Background: an optimization exercise with open tools, aiming at small area and a short achievable clock period. Do not read the settings as production practice. Only the layout flow was run in this run; the RTL was not checked for function there. Power and IR drop assume default switching activity.

==> flow/design.v <==
module PE (
    input  wire               clk,
    input  wire               rst,
    input  wire               en,
    input  wire               mode_residual,
    input  wire signed [15:0] input_data,
    input  wire signed [15:0] weight_data,
    input  wire signed [15:0] residual_data,
    output reg  signed [15:0] output_data,
    output wire               input_sparse,
    output wire               weight_sparse,
    output wire               computation_skipped,
    output reg         [15:0] sparse_count,
    output reg         [15:0] total_count
);
    assign input_sparse  = (input_data[15:4] == 12'h000) |
                           ((input_data[15:4] == 12'hfff) & (input_data[3:0] != 4'h0));
    assign weight_sparse = (weight_data[15:4] == 12'h000) |
                           ((weight_data[15:4] == 12'hfff) & (weight_data[3:0] != 4'h0));
    assign computation_skipped = input_sparse | weight_sparse;
    wire mac = en & ~computation_skipped;
    reg  [15:0] acc_s;
    reg  [15:0] acc_c;    
    wire pp_0_0 = input_data[0] & weight_data[0] & mac;
    wire pp_0_1 = input_data[0] & weight_data[1] & mac;
    wire pp_0_2 = input_data[0] & weight_data[2] & mac;
    wire pp_0_3 = input_data[0] & weight_data[3] & mac;
    wire pp_0_4 = input_data[0] & weight_data[4] & mac;
    wire pp_0_5 = input_data[0] & weight_data[5] & mac;
    wire pp_0_6 = input_data[0] & weight_data[6] & mac;
    wire pp_0_7 = input_data[0] & weight_data[7] & mac;
    wire pp_0_8 = input_data[0] & weight_data[8] & mac;
    wire pp_0_9 = input_data[0] & weight_data[9] & mac;
    wire pp_0_10 = input_data[0] & weight_data[10] & mac;
    wire pp_0_11 = input_data[0] & weight_data[11] & mac;
    wire pp_0_12 = input_data[0] & weight_data[12] & mac;
    wire pp_0_13 = input_data[0] & weight_data[13] & mac;
    wire pp_0_14 = input_data[0] & weight_data[14] & mac;
    wire pp_0_15 = input_data[0] & weight_data[15] & mac;
    wire pp_1_0 = input_data[1] & weight_data[0] & mac;
    wire pp_1_1 = input_data[1] & weight_data[1] & mac;
    wire pp_1_2 = input_data[1] & weight_data[2] & mac;
    wire pp_1_3 = input_data[1] & weight_data[3] & mac;
    wire pp_1_4 = input_data[1] & weight_data[4] & mac;
    wire pp_1_5 = input_data[1] & weight_data[5] & mac;
    wire pp_1_6 = input_data[1] & weight_data[6] & mac;
    wire pp_1_7 = input_data[1] & weight_data[7] & mac;
    wire pp_1_8 = input_data[1] & weight_data[8] & mac;
    wire pp_1_9 = input_data[1] & weight_data[9] & mac;
    wire pp_1_10 = input_data[1] & weight_data[10] & mac;
    wire pp_1_11 = input_data[1] & weight_data[11] & mac;
    wire pp_1_12 = input_data[1] & weight_data[12] & mac;
    wire pp_1_13 = input_data[1] & weight_data[13] & mac;
    wire pp_1_14 = input_data[1] & weight_data[14] & mac;
    wire pp_2_0 = input_data[2] & weight_data[0] & mac;
    wire pp_2_1 = input_data[2] & weight_data[1] & mac;
    wire pp_2_2 = input_data[2] & weight_data[2] & mac;
    wire pp_2_3 = input_data[2] & weight_data[3] & mac;
    wire pp_2_4 = input_data[2] & weight_data[4] & mac;
    wire pp_2_5 = input_data[2] & weight_data[5] & mac;
    wire pp_2_6 = input_data[2] & weight_data[6] & mac;
    wire pp_2_7 = input_data[2] & weight_data[7] & mac;
    wire pp_2_8 = input_data[2] & weight_data[8] & mac;
    wire pp_2_9 = input_data[2] & weight_data[9] & mac;
    wire pp_2_10 = input_data[2] & weight_data[10] & mac;
    wire pp_2_11 = input_data[2] & weight_data[11] & mac;
    wire pp_2_12 = input_data[2] & weight_data[12] & mac;
    wire pp_2_13 = input_data[2] & weight_data[13] & mac;
    wire pp_3_0 = input_data[3] & weight_data[0] & mac;
    wire pp_3_1 = input_data[3] & weight_data[1] & mac;
    wire pp_3_2 = input_data[3] & weight_data[2] & mac;
    wire pp_3_3 = input_data[3] & weight_data[3] & mac;
    wire pp_3_4 = input_data[3] & weight_data[4] & mac;
    wire pp_3_5 = input_data[3] & weight_data[5] & mac;
    wire pp_3_6 = input_data[3] & weight_data[6] & mac;
    wire pp_3_7 = input_data[3] & weight_data[7] & mac;
    wire pp_3_8 = input_data[3] & weight_data[8] & mac;
    wire pp_3_9 = input_data[3] & weight_data[9] & mac;
    wire pp_3_10 = input_data[3] & weight_data[10] & mac;
    wire pp_3_11 = input_data[3] & weight_data[11] & mac;
    wire pp_3_12 = input_data[3] & weight_data[12] & mac;
    wire pp_4_0 = input_data[4] & weight_data[0] & mac;
    wire pp_4_1 = input_data[4] & weight_data[1] & mac;
    wire pp_4_2 = input_data[4] & weight_data[2] & mac;
    wire pp_4_3 = input_data[4] & weight_data[3] & mac;
    wire pp_4_4 = input_data[4] & weight_data[4] & mac;
    wire pp_4_5 = input_data[4] & weight_data[5] & mac;
    wire pp_4_6 = input_data[4] & weight_data[6] & mac;
    wire pp_4_7 = input_data[4] & weight_data[7] & mac;
    wire pp_4_8 = input_data[4] & weight_data[8] & mac;
    wire pp_4_9 = input_data[4] & weight_data[9] & mac;
    wire pp_4_10 = input_data[4] & weight_data[10] & mac;
    wire pp_4_11 = input_data[4] & weight_data[11] & mac;
    wire pp_5_0 = input_data[5] & weight_data[0] & mac;
    wire pp_5_1 = input_data[5] & weight_data[1] & mac;
    wire pp_5_2 = input_data[5] & weight_data[2] & mac;
    wire pp_5_3 = input_data[5] & weight_data[3] & mac;
    wire pp_5_4 = input_data[5] & weight_data[4] & mac;
    wire pp_5_5 = input_data[5] & weight_data[5] & mac;
    wire pp_5_6 = input_data[5] & weight_data[6] & mac;
    wire pp_5_7 = input_data[5] & weight_data[7] & mac;
    wire pp_5_8 = input_data[5] & weight_data[8] & mac;
    wire pp_5_9 = input_data[5] & weight_data[9] & mac;
    wire pp_5_10 = input_data[5] & weight_data[10] & mac;
    wire pp_6_0 = input_data[6] & weight_data[0] & mac;
    wire pp_6_1 = input_data[6] & weight_data[1] & mac;
    wire pp_6_2 = input_data[6] & weight_data[2] & mac;
    wire pp_6_3 = input_data[6] & weight_data[3] & mac;
    wire pp_6_4 = input_data[6] & weight_data[4] & mac;
    wire pp_6_5 = input_data[6] & weight_data[5] & mac;
    wire pp_6_6 = input_data[6] & weight_data[6] & mac;
    wire pp_6_7 = input_data[6] & weight_data[7] & mac;
    wire pp_6_8 = input_data[6] & weight_data[8] & mac;
    wire pp_6_9 = input_data[6] & weight_data[9] & mac;
    wire pp_7_0 = input_data[7] & weight_data[0] & mac;
    wire pp_7_1 = input_data[7] & weight_data[1] & mac;
    wire pp_7_2 = input_data[7] & weight_data[2] & mac;
    wire pp_7_3 = input_data[7] & weight_data[3] & mac;
    wire pp_7_4 = input_data[7] & weight_data[4] & mac;
    wire pp_7_5 = input_data[7] & weight_data[5] & mac;
    wire pp_7_6 = input_data[7] & weight_data[6] & mac;
    wire pp_7_7 = input_data[7] & weight_data[7] & mac;
    wire pp_7_8 = input_data[7] & weight_data[8] & mac;
    wire pp_8_0 = input_data[8] & weight_data[0] & mac;
    wire pp_8_1 = input_data[8] & weight_data[1] & mac;
    wire pp_8_2 = input_data[8] & weight_data[2] & mac;
    wire pp_8_3 = input_data[8] & weight_data[3] & mac;
    wire pp_8_4 = input_data[8] & weight_data[4] & mac;
    wire pp_8_5 = input_data[8] & weight_data[5] & mac;
    wire pp_8_6 = input_data[8] & weight_data[6] & mac;
    wire pp_8_7 = input_data[8] & weight_data[7] & mac;
    wire pp_9_0 = input_data[9] & weight_data[0] & mac;
    wire pp_9_1 = input_data[9] & weight_data[1] & mac;
    wire pp_9_2 = input_data[9] & weight_data[2] & mac;
    wire pp_9_3 = input_data[9] & weight_data[3] & mac;
    wire pp_9_4 = input_data[9] & weight_data[4] & mac;
    wire pp_9_5 = input_data[9] & weight_data[5] & mac;
    wire pp_9_6 = input_data[9] & weight_data[6] & mac;
    wire pp_10_0 = input_data[10] & weight_data[0] & mac;
    wire pp_10_1 = input_data[10] & weight_data[1] & mac;
    wire pp_10_2 = input_data[10] & weight_data[2] & mac;
    wire pp_10_3 = input_data[10] & weight_data[3] & mac;
    wire pp_10_4 = input_data[10] & weight_data[4] & mac;
    wire pp_10_5 = input_data[10] & weight_data[5] & mac;
    wire pp_11_0 = input_data[11] & weight_data[0] & mac;
    wire pp_11_1 = input_data[11] & weight_data[1] & mac;
    wire pp_11_2 = input_data[11] & weight_data[2] & mac;
    wire pp_11_3 = input_data[11] & weight_data[3] & mac;
    wire pp_11_4 = input_data[11] & weight_data[4] & mac;
    wire pp_12_0 = input_data[12] & weight_data[0] & mac;
    wire pp_12_1 = input_data[12] & weight_data[1] & mac;
    wire pp_12_2 = input_data[12] & weight_data[2] & mac;
    wire pp_12_3 = input_data[12] & weight_data[3] & mac;
    wire pp_13_0 = input_data[13] & weight_data[0] & mac;
    wire pp_13_1 = input_data[13] & weight_data[1] & mac;
    wire pp_13_2 = input_data[13] & weight_data[2] & mac;
    wire pp_14_0 = input_data[14] & weight_data[0] & mac;
    wire pp_14_1 = input_data[14] & weight_data[1] & mac;
    wire pp_15_0 = input_data[15] & weight_data[0] & mac;
    wire hs0, hc0;
    ha u_ha0 (.a(acc_c[11]), .b(acc_s[11]), .s(hs0), .co(hc0));
    wire fs0, fc0;
    fa u_fa0 (.a(acc_c[12]), .b(acc_s[12]), .c(pp_0_12), .s(fs0), .co(fc0));
    wire hs1, hc1;
    ha u_ha1 (.a(pp_10_2), .b(pp_11_1), .s(hs1), .co(hc1));
    wire fs1, fc1;
    fa u_fa1 (.a(acc_c[13]), .b(acc_s[13]), .c(pp_0_13), .s(fs1), .co(fc1));
    wire fs2, fc2;
    fa u_fa2 (.a(pp_10_3), .b(pp_11_2), .c(pp_12_1), .s(fs2), .co(fc2));
    wire hs2, hc2;
    ha u_ha2 (.a(pp_13_0), .b(pp_1_12), .s(hs2), .co(hc2));
    wire fs3, fc3;
    fa u_fa3 (.a(acc_c[14]), .b(acc_s[14]), .c(pp_0_14), .s(fs3), .co(fc3));
    wire fs4, fc4;
    fa u_fa4 (.a(pp_10_4), .b(pp_11_3), .c(pp_12_2), .s(fs4), .co(fc4));
    wire fs5, fc5;
    fa u_fa5 (.a(pp_13_1), .b(pp_14_0), .c(pp_1_13), .s(fs5), .co(fc5));
    wire hs3, hc3;
    ha u_ha3 (.a(pp_2_12), .b(pp_3_11), .s(hs3), .co(hc3));
    wire hs4, hc4;
    ha u_ha4 (.a(acc_c[7]), .b(acc_s[7]), .s(hs4), .co(hc4));
    wire fs6, fc6;
    fa u_fa6 (.a(acc_c[8]), .b(acc_s[8]), .c(pp_0_8), .s(fs6), .co(fc6));
    wire hs5, hc5;
    ha u_ha5 (.a(pp_1_7), .b(pp_2_6), .s(hs5), .co(hc5));
    wire fs7, fc7;
    fa u_fa7 (.a(acc_c[9]), .b(acc_s[9]), .c(pp_0_9), .s(fs7), .co(fc7));
    wire fs8, fc8;
    fa u_fa8 (.a(pp_1_8), .b(pp_2_7), .c(pp_3_6), .s(fs8), .co(fc8));
    wire hs6, hc6;
    ha u_ha6 (.a(pp_4_5), .b(pp_5_4), .s(hs6), .co(hc6));
    wire fs9, fc9;
    fa u_fa9 (.a(acc_c[10]), .b(acc_s[10]), .c(pp_0_10), .s(fs9), .co(fc9));
    wire fs10, fc10;
    fa u_fa10 (.a(pp_10_0), .b(pp_1_9), .c(pp_2_8), .s(fs10), .co(fc10));
    wire fs11, fc11;
    fa u_fa11 (.a(pp_3_7), .b(pp_4_6), .c(pp_5_5), .s(fs11), .co(fc11));
    wire hs7, hc7;
    ha u_ha7 (.a(pp_6_4), .b(pp_7_3), .s(hs7), .co(hc7));
    wire fs12, fc12;
    fa u_fa12 (.a(hs0), .b(pp_0_11), .c(pp_10_1), .s(fs12), .co(fc12));
    wire fs13, fc13;
    fa u_fa13 (.a(pp_11_0), .b(pp_1_10), .c(pp_2_9), .s(fs13), .co(fc13));
    wire fs14, fc14;
    fa u_fa14 (.a(pp_3_8), .b(pp_4_7), .c(pp_5_6), .s(fs14), .co(fc14));
    wire fs15, fc15;
    fa u_fa15 (.a(pp_6_5), .b(pp_7_4), .c(pp_8_3), .s(fs15), .co(fc15));
    wire fs16, fc16;
    fa u_fa16 (.a(hc0), .b(pp_12_0), .c(pp_1_11), .s(fs16), .co(fc16));
    wire fs17, fc17;
    fa u_fa17 (.a(pp_2_10), .b(pp_3_9), .c(pp_4_8), .s(fs17), .co(fc17));
    wire fs18, fc18;
    fa u_fa18 (.a(pp_5_7), .b(pp_6_6), .c(pp_7_5), .s(fs18), .co(fc18));
    wire fs19, fc19;
    fa u_fa19 (.a(pp_8_4), .b(pp_9_3), .c(hs1), .s(fs19), .co(fc19));
    wire fs20, fc20;
    fa u_fa20 (.a(pp_2_11), .b(pp_3_10), .c(pp_4_9), .s(fs20), .co(fc20));
    wire fs21, fc21;
    fa u_fa21 (.a(pp_5_8), .b(pp_6_7), .c(pp_7_6), .s(fs21), .co(fc21));
    wire fs22, fc22;
    fa u_fa22 (.a(pp_8_5), .b(pp_9_4), .c(hc1), .s(fs22), .co(fc22));
    wire fs23, fc23;
    fa u_fa23 (.a(hs2), .b(fc0), .c(fs1), .s(fs23), .co(fc23));
    wire fs24, fc24;
    fa u_fa24 (.a(pp_4_10), .b(pp_5_9), .c(pp_6_8), .s(fs24), .co(fc24));
    wire fs25, fc25;
    fa u_fa25 (.a(pp_7_7), .b(pp_8_6), .c(pp_9_5), .s(fs25), .co(fc25));
    wire fs26, fc26;
    fa u_fa26 (.a(hc2), .b(hs3), .c(fc1), .s(fs26), .co(fc26));
    wire fs27, fc27;
    fa u_fa27 (.a(fc2), .b(fs3), .c(fs4), .s(fs27), .co(fc27));
    wire hs8, hc8;
    ha u_ha8 (.a(acc_c[4]), .b(acc_s[4]), .s(hs8), .co(hc8));
    wire fs28, fc28;
    fa u_fa28 (.a(acc_c[5]), .b(acc_s[5]), .c(pp_0_5), .s(fs28), .co(fc28));
    wire hs9, hc9;
    ha u_ha9 (.a(pp_1_4), .b(pp_2_3), .s(hs9), .co(hc9));
    wire fs29, fc29;
    fa u_fa29 (.a(acc_c[6]), .b(acc_s[6]), .c(pp_0_6), .s(fs29), .co(fc29));
    wire fs30, fc30;
    fa u_fa30 (.a(pp_1_5), .b(pp_2_4), .c(pp_3_3), .s(fs30), .co(fc30));
    wire hs10, hc10;
    ha u_ha10 (.a(pp_4_2), .b(pp_5_1), .s(hs10), .co(hc10));
    wire fs31, fc31;
    fa u_fa31 (.a(hs4), .b(pp_0_7), .c(pp_1_6), .s(fs31), .co(fc31));
    wire fs32, fc32;
    fa u_fa32 (.a(pp_2_5), .b(pp_3_4), .c(pp_4_3), .s(fs32), .co(fc32));
    wire fs33, fc33;
    fa u_fa33 (.a(pp_5_2), .b(pp_6_1), .c(pp_7_0), .s(fs33), .co(fc33));
    wire fs34, fc34;
    fa u_fa34 (.a(hc4), .b(pp_3_5), .c(pp_4_4), .s(fs34), .co(fc34));
    wire fs35, fc35;
    fa u_fa35 (.a(pp_5_3), .b(pp_6_2), .c(pp_7_1), .s(fs35), .co(fc35));
    wire fs36, fc36;
    fa u_fa36 (.a(pp_8_0), .b(hs5), .c(fs6), .s(fs36), .co(fc36));
    wire fs37, fc37;
    fa u_fa37 (.a(pp_6_3), .b(pp_7_2), .c(pp_8_1), .s(fs37), .co(fc37));
    wire fs38, fc38;
    fa u_fa38 (.a(pp_9_0), .b(hc5), .c(hs6), .s(fs38), .co(fc38));
    wire fs39, fc39;
    fa u_fa39 (.a(fc6), .b(fs7), .c(fs8), .s(fs39), .co(fc39));
    wire fs40, fc40;
    fa u_fa40 (.a(pp_8_2), .b(pp_9_1), .c(hc6), .s(fs40), .co(fc40));
    wire fs41, fc41;
    fa u_fa41 (.a(hs7), .b(fc7), .c(fc8), .s(fs41), .co(fc41));
    wire fs42, fc42;
    fa u_fa42 (.a(fs10), .b(fs11), .c(fs9), .s(fs42), .co(fc42));
    wire fs43, fc43;
    fa u_fa43 (.a(pp_9_2), .b(hc7), .c(fc10), .s(fs43), .co(fc43));
    wire fs44, fc44;
    fa u_fa44 (.a(fc11), .b(fc9), .c(fs12), .s(fs44), .co(fc44));
    wire fs45, fc45;
    fa u_fa45 (.a(fs13), .b(fs14), .c(fs15), .s(fs45), .co(fc45));
    wire fs46, fc46;
    fa u_fa46 (.a(fc12), .b(fc13), .c(fc14), .s(fs46), .co(fc46));
    wire fs47, fc47;
    fa u_fa47 (.a(fc15), .b(fs0), .c(fs16), .s(fs47), .co(fc47));
    wire fs48, fc48;
    fa u_fa48 (.a(fs17), .b(fs18), .c(fs19), .s(fs48), .co(fc48));
    wire fs49, fc49;
    fa u_fa49 (.a(fc16), .b(fc17), .c(fc18), .s(fs49), .co(fc49));
    wire fs50, fc50;
    fa u_fa50 (.a(fs2), .b(fs20), .c(fs21), .s(fs50), .co(fc50));
    wire fs51, fc51;
    fa u_fa51 (.a(fc19), .b(fs22), .c(fs23), .s(fs51), .co(fc51));
    wire fs52, fc52;
    fa u_fa52 (.a(fc20), .b(fc21), .c(fs24), .s(fs52), .co(fc52));
    wire fs53, fc53;
    fa u_fa53 (.a(fs25), .b(fs5), .c(fc22), .s(fs53), .co(fc53));
    wire fs54, fc54;
    fa u_fa54 (.a(fc23), .b(fs26), .c(fs27), .s(fs54), .co(fc54));
    wire hs11, hc11;
    ha u_ha11 (.a(acc_c[2]), .b(acc_s[2]), .s(hs11), .co(hc11));
    wire fs55, fc55;
    fa u_fa55 (.a(acc_c[3]), .b(acc_s[3]), .c(pp_0_3), .s(fs55), .co(fc55));
    wire hs12, hc12;
    ha u_ha12 (.a(pp_1_2), .b(pp_2_1), .s(hs12), .co(hc12));
    wire fs56, fc56;
    fa u_fa56 (.a(hs8), .b(pp_0_4), .c(pp_1_3), .s(fs56), .co(fc56));
    wire fs57, fc57;
    fa u_fa57 (.a(pp_2_2), .b(pp_3_1), .c(pp_4_0), .s(fs57), .co(fc57));
    wire fs58, fc58;
    fa u_fa58 (.a(hc8), .b(pp_3_2), .c(pp_4_1), .s(fs58), .co(fc58));
    wire fs59, fc59;
    fa u_fa59 (.a(pp_5_0), .b(hs9), .c(fs28), .s(fs59), .co(fc59));
    wire fs60, fc60;
    fa u_fa60 (.a(pp_6_0), .b(hc9), .c(hs10), .s(fs60), .co(fc60));
    wire fs61, fc61;
    fa u_fa61 (.a(fc28), .b(fs29), .c(fs30), .s(fs61), .co(fc61));
    wire fs62, fc62;
    fa u_fa62 (.a(hc10), .b(fc29), .c(fc30), .s(fs62), .co(fc62));
    wire fs63, fc63;
    fa u_fa63 (.a(fs31), .b(fs32), .c(fs33), .s(fs63), .co(fc63));
    wire fs64, fc64;
    fa u_fa64 (.a(fc31), .b(fc32), .c(fc33), .s(fs64), .co(fc64));
    wire fs65, fc65;
    fa u_fa65 (.a(fs34), .b(fs35), .c(fs36), .s(fs65), .co(fc65));
    wire fs66, fc66;
    fa u_fa66 (.a(fc34), .b(fc35), .c(fs37), .s(fs66), .co(fc66));
    wire fs67, fc67;
    fa u_fa67 (.a(fs38), .b(fc36), .c(fs39), .s(fs67), .co(fc67));
    wire fs68, fc68;
    fa u_fa68 (.a(fc37), .b(fc38), .c(fs40), .s(fs68), .co(fc68));
    wire fs69, fc69;
    fa u_fa69 (.a(fc39), .b(fs41), .c(fs42), .s(fs69), .co(fc69));
    wire fs70, fc70;
    fa u_fa70 (.a(fc40), .b(fc41), .c(fc42), .s(fs70), .co(fc70));
    wire fs71, fc71;
    fa u_fa71 (.a(fs43), .b(fs44), .c(fs45), .s(fs71), .co(fc71));
    wire fs72, fc72;
    fa u_fa72 (.a(fc43), .b(fc44), .c(fc45), .s(fs72), .co(fc72));
    wire fs73, fc73;
    fa u_fa73 (.a(fs46), .b(fs47), .c(fs48), .s(fs73), .co(fc73));
    wire fs74, fc74;
    fa u_fa74 (.a(fc46), .b(fc47), .c(fs49), .s(fs74), .co(fc74));
    wire fs75, fc75;
    fa u_fa75 (.a(fs50), .b(fc48), .c(fs51), .s(fs75), .co(fc75));
    wire fs76, fc76;
    fa u_fa76 (.a(fc49), .b(fc50), .c(fs52), .s(fs76), .co(fc76));
    wire fs77, fc77;
    fa u_fa77 (.a(fs53), .b(fc51), .c(fs54), .s(fs77), .co(fc77));
    wire hs13, hc13;
    ha u_ha13 (.a(acc_c[1]), .b(acc_s[1]), .s(hs13), .co(hc13));
    wire fs78, fc78;
    fa u_fa78 (.a(hs11), .b(pp_0_2), .c(pp_1_1), .s(fs78), .co(fc78));
    wire fs79, fc79;
    fa u_fa79 (.a(hc11), .b(pp_3_0), .c(hs12), .s(fs79), .co(fc79));
    wire fs80, fc80;
    fa u_fa80 (.a(hc12), .b(fc55), .c(fs56), .s(fs80), .co(fc80));
    wire fs81, fc81;
    fa u_fa81 (.a(fc56), .b(fc57), .c(fs58), .s(fs81), .co(fc81));
    wire fs82, fc82;
    fa u_fa82 (.a(fc58), .b(fs60), .c(fc59), .s(fs82), .co(fc82));
    wire fs83, fc83;
    fa u_fa83 (.a(fc60), .b(fc61), .c(fs62), .s(fs83), .co(fc83));
    wire fs84, fc84;
    fa u_fa84 (.a(fc62), .b(fc63), .c(fs64), .s(fs84), .co(fc84));
    wire fs85, fc85;
    fa u_fa85 (.a(fc64), .b(fs66), .c(fc65), .s(fs85), .co(fc85));
    wire fs86, fc86;
    fa u_fa86 (.a(fc66), .b(fs68), .c(fc67), .s(fs86), .co(fc86));
    wire fs87, fc87;
    fa u_fa87 (.a(fc68), .b(fs70), .c(fc69), .s(fs87), .co(fc87));
    wire fs88, fc88;
    fa u_fa88 (.a(fc70), .b(fs72), .c(fc71), .s(fs88), .co(fc88));
    wire fs89, fc89;
    fa u_fa89 (.a(fc72), .b(fs74), .c(fc73), .s(fs89), .co(fc89));
    wire fs90, fc90;
    fa u_fa90 (.a(fc74), .b(fs76), .c(fc75), .s(fs90), .co(fc90));
    wire hs14, hc14;
    ha u_ha14 (.a(acc_c[0]), .b(acc_s[0]), .s(hs14), .co(hc14));
    wire fs91, fc91;
    fa u_fa91 (.a(hs13), .b(pp_0_1), .c(pp_1_0), .s(fs91), .co(fc91));
    wire fs92, fc92;
    fa u_fa92 (.a(hc13), .b(pp_2_0), .c(fs78), .s(fs92), .co(fc92));
    wire fs93, fc93;
    fa u_fa93 (.a(fc78), .b(fs55), .c(fs79), .s(fs93), .co(fc93));
    wire fs94, fc94;
    fa u_fa94 (.a(fs57), .b(fc79), .c(fs80), .s(fs94), .co(fc94));
    wire fs95, fc95;
    fa u_fa95 (.a(fc80), .b(fs59), .c(fs81), .s(fs95), .co(fc95));
    wire fs96, fc96;
    fa u_fa96 (.a(fc81), .b(fs61), .c(fs82), .s(fs96), .co(fc96));
    wire fs97, fc97;
    fa u_fa97 (.a(fs63), .b(fc82), .c(fs83), .s(fs97), .co(fc97));
    wire fs98, fc98;
    fa u_fa98 (.a(fc83), .b(fs84), .c(fs65), .s(fs98), .co(fc98));
    wire fs99, fc99;
    fa u_fa99 (.a(fc84), .b(fs67), .c(fs85), .s(fs99), .co(fc99));
    wire fs100, fc100;
    fa u_fa100 (.a(fs69), .b(fc85), .c(fs86), .s(fs100), .co(fc100));
    wire fs101, fc101;
    fa u_fa101 (.a(fs71), .b(fc86), .c(fs87), .s(fs101), .co(fc101));
    wire fs102, fc102;
    fa u_fa102 (.a(fs73), .b(fc87), .c(fs88), .s(fs102), .co(fc102));
    wire fs103, fc103;
    fa u_fa103 (.a(fc88), .b(fs75), .c(fs89), .s(fs103), .co(fc103));
    wire fs104, fc104;
    fa u_fa104 (.a(fs77), .b(fc89), .c(fs90), .s(fs104), .co(fc104));
    wire x15_0;
    xo2 u_x0 (.a(acc_s[15]), .b(pp_0_15), .y(x15_0));
    wire x15_1;
    xo2 u_x1 (.a(pp_10_5), .b(pp_11_4), .y(x15_1));
    wire x15_2;
    xo2 u_x2 (.a(pp_12_3), .b(pp_13_2), .y(x15_2));
    wire x15_3;
    xo2 u_x3 (.a(pp_14_1), .b(pp_15_0), .y(x15_3));
    wire x15_4;
    xo2 u_x4 (.a(pp_1_14), .b(pp_2_13), .y(x15_4));
    wire x15_5;
    xo2 u_x5 (.a(pp_3_12), .b(pp_4_11), .y(x15_5));
    wire x15_6;
    xo2 u_x6 (.a(pp_5_10), .b(pp_6_9), .y(x15_6));
    wire x15_7;
    xo2 u_x7 (.a(pp_7_8), .b(pp_8_7), .y(x15_7));
    wire x15_8;
    xo2 u_x8 (.a(pp_9_6), .b(x15_0), .y(x15_8));
    wire x15_9;
    xo2 u_x9 (.a(x15_1), .b(x15_2), .y(x15_9));
    wire x15_10;
    xo2 u_x10 (.a(x15_3), .b(x15_4), .y(x15_10));
    wire x15_11;
    xo2 u_x11 (.a(x15_5), .b(x15_6), .y(x15_11));
    wire x15_12;
    xo2 u_x12 (.a(x15_7), .b(hc3), .y(x15_12));
    wire x15_13;
    xo2 u_x13 (.a(fc24), .b(fc25), .y(x15_13));
    wire x15_14;
    xo2 u_x14 (.a(fc3), .b(fc4), .y(x15_14));
    wire x15_15;
    xo2 u_x15 (.a(fc5), .b(x15_10), .y(x15_15));
    wire x15_16;
    xo2 u_x16 (.a(x15_11), .b(x15_8), .y(x15_16));
    wire x15_17;
    xo2 u_x17 (.a(x15_9), .b(x15_12), .y(x15_17));
    wire x15_18;
    xo2 u_x18 (.a(x15_13), .b(x15_14), .y(x15_18));
    wire x15_19;
    xo2 u_x19 (.a(x15_15), .b(x15_16), .y(x15_19));
    wire x15_20;
    xo2 u_x20 (.a(x15_17), .b(fc26), .y(x15_20));
    wire x15_21;
    xo2 u_x21 (.a(x15_18), .b(x15_19), .y(x15_21));
    wire x15_22;
    xo2 u_x22 (.a(fc27), .b(fc52), .y(x15_22));
    wire x15_23;
    xo2 u_x23 (.a(x15_20), .b(x15_21), .y(x15_23));
    wire x15_24;
    xo2 u_x24 (.a(fc53), .b(x15_22), .y(x15_24));
    wire x15_25;
    xo2 u_x25 (.a(x15_23), .b(x15_24), .y(x15_25));
    wire x15_26;
    xo2 u_x26 (.a(fc54), .b(fc76), .y(x15_26));
    wire x15_27;
    xo2 u_x27 (.a(x15_25), .b(x15_26), .y(x15_27));
    wire x15_28;
    xo2 u_x28 (.a(x15_27), .b(fc77), .y(x15_28));
    wire x15_29;
    xo2 u_x29 (.a(x15_28), .b(fc90), .y(x15_29));
    wire x15_30;
    xo2 u_x30 (.a(x15_29), .b(fc104), .y(x15_30));
    wire [15:0] row0 = {x15_30, fc103, fc102, fc101, fc100, fc99, fc98, fc97, fc96, fc95, fc94, fc93, fc92, fc91, hc14, hs14};
    wire [15:0] row1 = {1'b0, fs104, fs103, fs102, fs101, fs100, fs99, fs98, fs97, fs96, fs95, fs94, fs93, fs92, fs91, pp_0_0};
    wire [15:0] res_g = residual_data & {16{mode_residual}};
    wire [15:0] out_s, out_c;
    assign out_c[0] = 1'b0;
    fa u_ofa0 (.a(acc_s[0]), .b(acc_c[0]), .c(res_g[0]), .s(out_s[0]), .co(out_c[1]));
    fa u_ofa1 (.a(acc_s[1]), .b(acc_c[1]), .c(res_g[1]), .s(out_s[1]), .co(out_c[2]));
    fa u_ofa2 (.a(acc_s[2]), .b(acc_c[2]), .c(res_g[2]), .s(out_s[2]), .co(out_c[3]));
    fa u_ofa3 (.a(acc_s[3]), .b(acc_c[3]), .c(res_g[3]), .s(out_s[3]), .co(out_c[4]));
    fa u_ofa4 (.a(acc_s[4]), .b(acc_c[4]), .c(res_g[4]), .s(out_s[4]), .co(out_c[5]));
    fa u_ofa5 (.a(acc_s[5]), .b(acc_c[5]), .c(res_g[5]), .s(out_s[5]), .co(out_c[6]));
    fa u_ofa6 (.a(acc_s[6]), .b(acc_c[6]), .c(res_g[6]), .s(out_s[6]), .co(out_c[7]));
    fa u_ofa7 (.a(acc_s[7]), .b(acc_c[7]), .c(res_g[7]), .s(out_s[7]), .co(out_c[8]));
    fa u_ofa8 (.a(acc_s[8]), .b(acc_c[8]), .c(res_g[8]), .s(out_s[8]), .co(out_c[9]));
    fa u_ofa9 (.a(acc_s[9]), .b(acc_c[9]), .c(res_g[9]), .s(out_s[9]), .co(out_c[10]));
    fa u_ofa10 (.a(acc_s[10]), .b(acc_c[10]), .c(res_g[10]), .s(out_s[10]), .co(out_c[11]));
    fa u_ofa11 (.a(acc_s[11]), .b(acc_c[11]), .c(res_g[11]), .s(out_s[11]), .co(out_c[12]));
    fa u_ofa12 (.a(acc_s[12]), .b(acc_c[12]), .c(res_g[12]), .s(out_s[12]), .co(out_c[13]));
    fa u_ofa13 (.a(acc_s[13]), .b(acc_c[13]), .c(res_g[13]), .s(out_s[13]), .co(out_c[14]));
    fa u_ofa14 (.a(acc_s[14]), .b(acc_c[14]), .c(res_g[14]), .s(out_s[14]), .co(out_c[15]));
    assign out_s[15] = acc_s[15] ^ res_g[15];
    wire [15:0] out_nx = out_s + out_c;
    always @(posedge clk or posedge rst) begin
        if (rst) begin
            acc_s <= 16'd0;
            acc_c <= 16'd0;
            output_data <= 16'd0;
            sparse_count <= 16'd0;
            total_count <= 16'd0;
        end else begin
            total_count  <= total_count + {15'd0, en};
            sparse_count <= sparse_count + {15'd0, en & computation_skipped};
            begin
                acc_s <= row0;
                acc_c[0] <= row1[0];
                acc_c[1] <= row1[1];
                acc_c[2] <= row1[2];
                acc_c[3] <= row1[3];
                acc_c[4] <= row1[4];
                acc_c[5] <= row1[5];
                acc_c[6] <= row1[6];
                acc_c[7] <= row1[7];
                acc_c[8] <= row1[8];
                acc_c[9] <= row1[9];
                acc_c[10] <= row1[10];
                acc_c[11] <= row1[11];
                acc_c[12] <= row1[12];
                acc_c[13] <= row1[13];
                acc_c[14] <= row1[14];
            end
            if (en) output_data <= out_nx;
        end
    end
endmodule
module fa (input wire a, input wire b, input wire c, output wire s, output wire co);
    assign s = a ^ b ^ c;
    assign co = (a & b) | (a & c) | (b & c);
endmodule
module xo2 (input wire a, input wire b, output wire y);
    assign y = a ^ b;
endmodule
module ha (input wire a, input wire b, output wire s, output wire co);
    assign s = a ^ b;
    assign co = a & b;
endmodule
==> flow/flow/run.sh <==
#!/bin/bash
# Standard ORFS layout, with port buffers of the smallest buffer cell
# (instead of buffer_ports' default pick, clkdlybuf4s50_1).
set -euo pipefail
export BUFFER_PORTS_ARGS="-buffer_cell sky130_fd_sc_hd__buf_1"
bash standard.sh finish > standard_flow.log 2>&1
==> flow/standard.sh <==
#!/bin/bash
# synth_recipe.tcl (not shown) runs the flow's synth.tcl, then flattens the netlist and writes it again
# the make line also repeats each setting of config.mk as NAME=value (left out here)
make -C /OpenROAD-flow-scripts/flow DESIGN_CONFIG=/design/flow/config.mk WORK_HOME=/design/flow/orfs CLKGATE_MAP_FILE= SYNTH_SCRIPT=/design/flow/synth_recipe.tcl "${@:-finish}"
==> flow/config.mk <==
export PLATFORM = sky130hd
export DESIGN_NAME = PE
export DESIGN_NICKNAME = PE
export VERILOG_FILES = /design/flow/design.v
export SDC_FILE = /design/flow/constraint.sdc
export NUM_CORES = 4
export LEC_CHECK = 0
export CAP_MARGIN = 20
export CORE_MARGIN = 2
export CORE_UTILIZATION = 40
export PLACE_DENSITY = 0.6
export SETUP_SLACK_MARGIN = 3
export SLEW_MARGIN = 20
export SYNTH_HIERARCHICAL = 1
export SYNTH_MINIMUM_KEEP_SIZE = 0
==> flow/constraint.sdc <==
create_clock -name core_clock -period 8.0 [get_ports {clk}]
set_input_delay 1.6000 -clock core_clock [delete_from_list [all_inputs] [get_ports {clk}]]
set_output_delay 1.6000 -clock core_clock [all_outputs]
set_load 0.01 [all_outputs]
==> out/summary.txt <==
async set-or-reset flop fraction in the synthesized netlist - 100%
FILL cells - 1656
mapped cell area - 7590 µm²
row count - 50
number of hold buffers added after CTS - 0
Crit Path Max Fanout - 11
fmax - 188 MHz
measured slew at the worst slew-check pin - 0.723 ns
#FFs+latches synth - 79
core outline area - 18600 µm²
Reg-to-Reg Start - acc_c[13]$_DFF_PP0_
Finished Layout Cells - 1028
Leak Pwr - 4.56 nW
fraction of layout cells with a size suffix above 1 - 26.7%
vias in the first global route - 6050
CTS tree - yes
Power Density - 298 nW/µm²
commonest cells in the synthesized netlist - and3_1 (133), fa_1 (121), dfrtp_1 (79)
initial antenna violation count - 0
Worst Path Arrival - 5.54 ns
Post-Route WL - 20700 µm
post-synthesis sequential area ratio - 26.1%
Starting Density - 40.7%
worst skew pair latency - 0.34 ns
clock root buffer - clkbuf_16
EDFF count, synth - 0
IO Count - 103
P&R area growth vs syn - 25.8%
final clock period utilization by the worst path - 66.4%
DR DRC count - 0
Final Wtd Congestion - 0.888
final setup fails - 0
pins over their slew limit - 0
Vias - 5791
Hold Fails Final Rpt - 0
via density per instance - 5.63
Total GRT Usage - 20.9%
H-tree Lvls - 3
DP Wirelength - 14800 µm
post-layout util - 51.2%
final setup TNS - 0 ns
Min-Delay Path Class - reg2reg
Max VDD drop - 0.126 mV
status - complete, no violations
Hold Crit Start - sparse_count[15]$_DFF_PP0_
first-pass iteration count of the detailed router - 5
Die W - 142 µm
Worst setup EP type - flip-flop
Synth Warn # - 7
largest area contributor in the netlist - fa_1
Clock Path Buffers - 2
Critical path origin - input_data[7]
Register Area - 1980 µm²
area of the multi-input gates - 5830 µm²
Final Skew - 0.0103 ns
Tmin final - 5.32 ns
number of max-cap violations - 0
Syn Area/Cell - 11.5 µm²
die area - 20100 µm²
ranking of synthesized cells by area - fa_1 (32%), dfrtp_1 (26%), and3_1 (11%), ha_1 (5.4%), xor2_1 (4.4%)
Unique masters post-synth - 50
CP required - 8.22 ns
CTS Buf Count - 9
antenna cells - 0
WL/cell - 20.2 µm
first-pass GRT wire length - 32700 µm
Port Buffers - 102
RSZ-0062 raised after global routing - yes
kind of critical path - in2reg
most frequent cell after synthesis - and3_1
ANT nets after route - 0
detailed router's first-iteration violation count - 498
Mapped Nets - 867
cells after synthesis - 661
Synth top area share - 31.9%
Die Span Y - 142 µm
CTS sink cnt - 79
largest net degree at the start of global routing - 80
Main synth FF type - dfrtp_1
fin nets - 995
Reg clk slew, reported paths - 0.07 ns
GR Overflow Total - 0
Cells after DPL - 965
max_slew headroom - 51.8%
crit path launch type - primary input
## repair_timing
action	CTS	global route
pin swaps	35	57
gates cloned	11	3
setup buffers	16	17
endpoints found under the setup margin	23	18
gates resized for setup	116	93
## critical path: stages
cell	delay, ns
buf_4	0.17
nor4_2	0.33
a31oi_2	0.17
nand2_2	0.17
buf_6	0.18
buf_4	0.15
nor2_4	0.05
and3_1	0.21
fa_1	0.49
fa_1	0.59
fa_1	0.44
fa_1	0.49
fa_2	0.35
xor2_1	0.14
## metal layers
| metal | up-vias | part of all wire [%] | wire length [µm] | global-route usage, % |
|---|---|---|---|---|
| met4 | 0 | 3.0 | 612 | 6.42 |
| met2 | 282 | 48 | 10000 | 35.2 |
| met1 | 2910 | 42 | 8740 | 28.4 |
| met5 | - | 0 | 0 | 0 |
| li1 | 2550 | - | - | - |
| met3 | 49 | 6.5 | 1350 | 2.83 |
## cell families after synthesis
family / Yosys count / synth area share, %
fa+ha+maj: 154 / 37.4
xor+xnor: 67 / 7.73
compound gates: 46 / 4.21
simple gates: 260 / 20.2
flops: 79 / 26.1
buf+inv: 47 / 3.28
mux: 8 / 1.17
## flip-flops by register name (all words and copies together), names as in the netlist
signal and count:
acc_s 16, output_data 16, sparse_count 16, total_count 16, acc_c 15
## metrics by stage
stage / area (µm²) / worst slack [ns] / total power, mW / hold WS, ns
6_report: 9550 / 2.68 / 2.84 / 0.476
5_1_grt: 9550 / 2.58 / 3.17 / 0.514
4_1_cts: 8980 / 2.59 / 2.85 / 0.482
3_5_place_dp: 8100 / 1.50 / 2.38 / 0.469
3_3_place_gp: 8100 / 1.62 / 2.31 / 0.463
2_1_floorplan: 7610 / 2.40 / 1.97 / 0.507
## per-module statistics from Yosys, one instance, submodules excluded
module	flops+latches	cells	cell area, µm²
fa	0	1	20.0
PE	79	495	4730
ha	0	1	12.5
xo2	0	1	8.76
## final timing paths
check	to	slack [ns]	depth (start not counted)
worst min-delay path	sparse_count[15]$_DFF_PP0_	0.48	1
worst max-delay path	acc_s[15]$_DFF_PP0_	2.68	14
worst max register to register	acc_s[15]$_DFF_PP0_	4.64	7
max in group asynchronous	acc_c[7]$_DFF_PP0_	6.08	3
min in group asynchronous	total_count[10]$_DFF_PP0_	1.44	3
worst min register to register	sparse_count[15]$_DFF_PP0_	0.48	1
## report_power, final
| part | switching [mW] | internal, mW |
|---|---|---|
| registers | 0.126 | 0.556 |
| clock network | 0.174 | 0.223 |
| logic | 0.919 | 0.846 |
## layout make-up
| type | instances | share of cell area (%) |
|---|---|---|
| clock buffers | 10 | 2.50 |
| multi-input cells | 545 | 61.1 |
| inverters | 11 | 0.485 |
| well taps | 234 | 3.07 |
| clock inverters | 6 | 0.524 |
| flip-flops and latches | 79 | 20.7 |
| repair buffers | 143 | 11.6 |
## cells in the final DEF (no fill, tap or decap), types with 15 or more instances in the layout
master   count
nor2_1      16
fa_1        77
buf_4       38
and3_1     106
xnor2_1     29
ha_1        31
buf_1       70
dfrtp_1     79
nand2_1     29
xor2_1      38
fa_2        44
and3_4      28
nand3_1     15
and2_1      16

-- re-timing with driven ports --
No port has a modelled driver above. Below, the same layout with a new extraction and two added sets of constraints.
Step 1 (the two cells are an assumption about what drives the block):
set clk [get_ports {clk}]
set_driving_cell -lib_cell sky130_fd_sc_hd__clkbuf_16 $clk
set_driving_cell -lib_cell sky130_fd_sc_hd__buf_2 [delete_from_list [all_inputs] $clk]
Step 2, shift: input delay + t, output delay - t, t = (earliest + latest rising clock arrival at the registers) / 2. This alone moves slack from input paths to output paths.
Slacks: ideal ports / drivers / drivers and shift; pairs: ideal ports / drivers.
t, ns: 0.371
setup WS [ns]: 2.684 / 2.677 / 2.305
worst setup path at the end: input to register
cell pins on the clock port's net: 1
After both steps setup and hold are still met in this run. For this run, drivers alone change the setup slack by -0.007 ns; drivers and shift together by -0.379 ns.
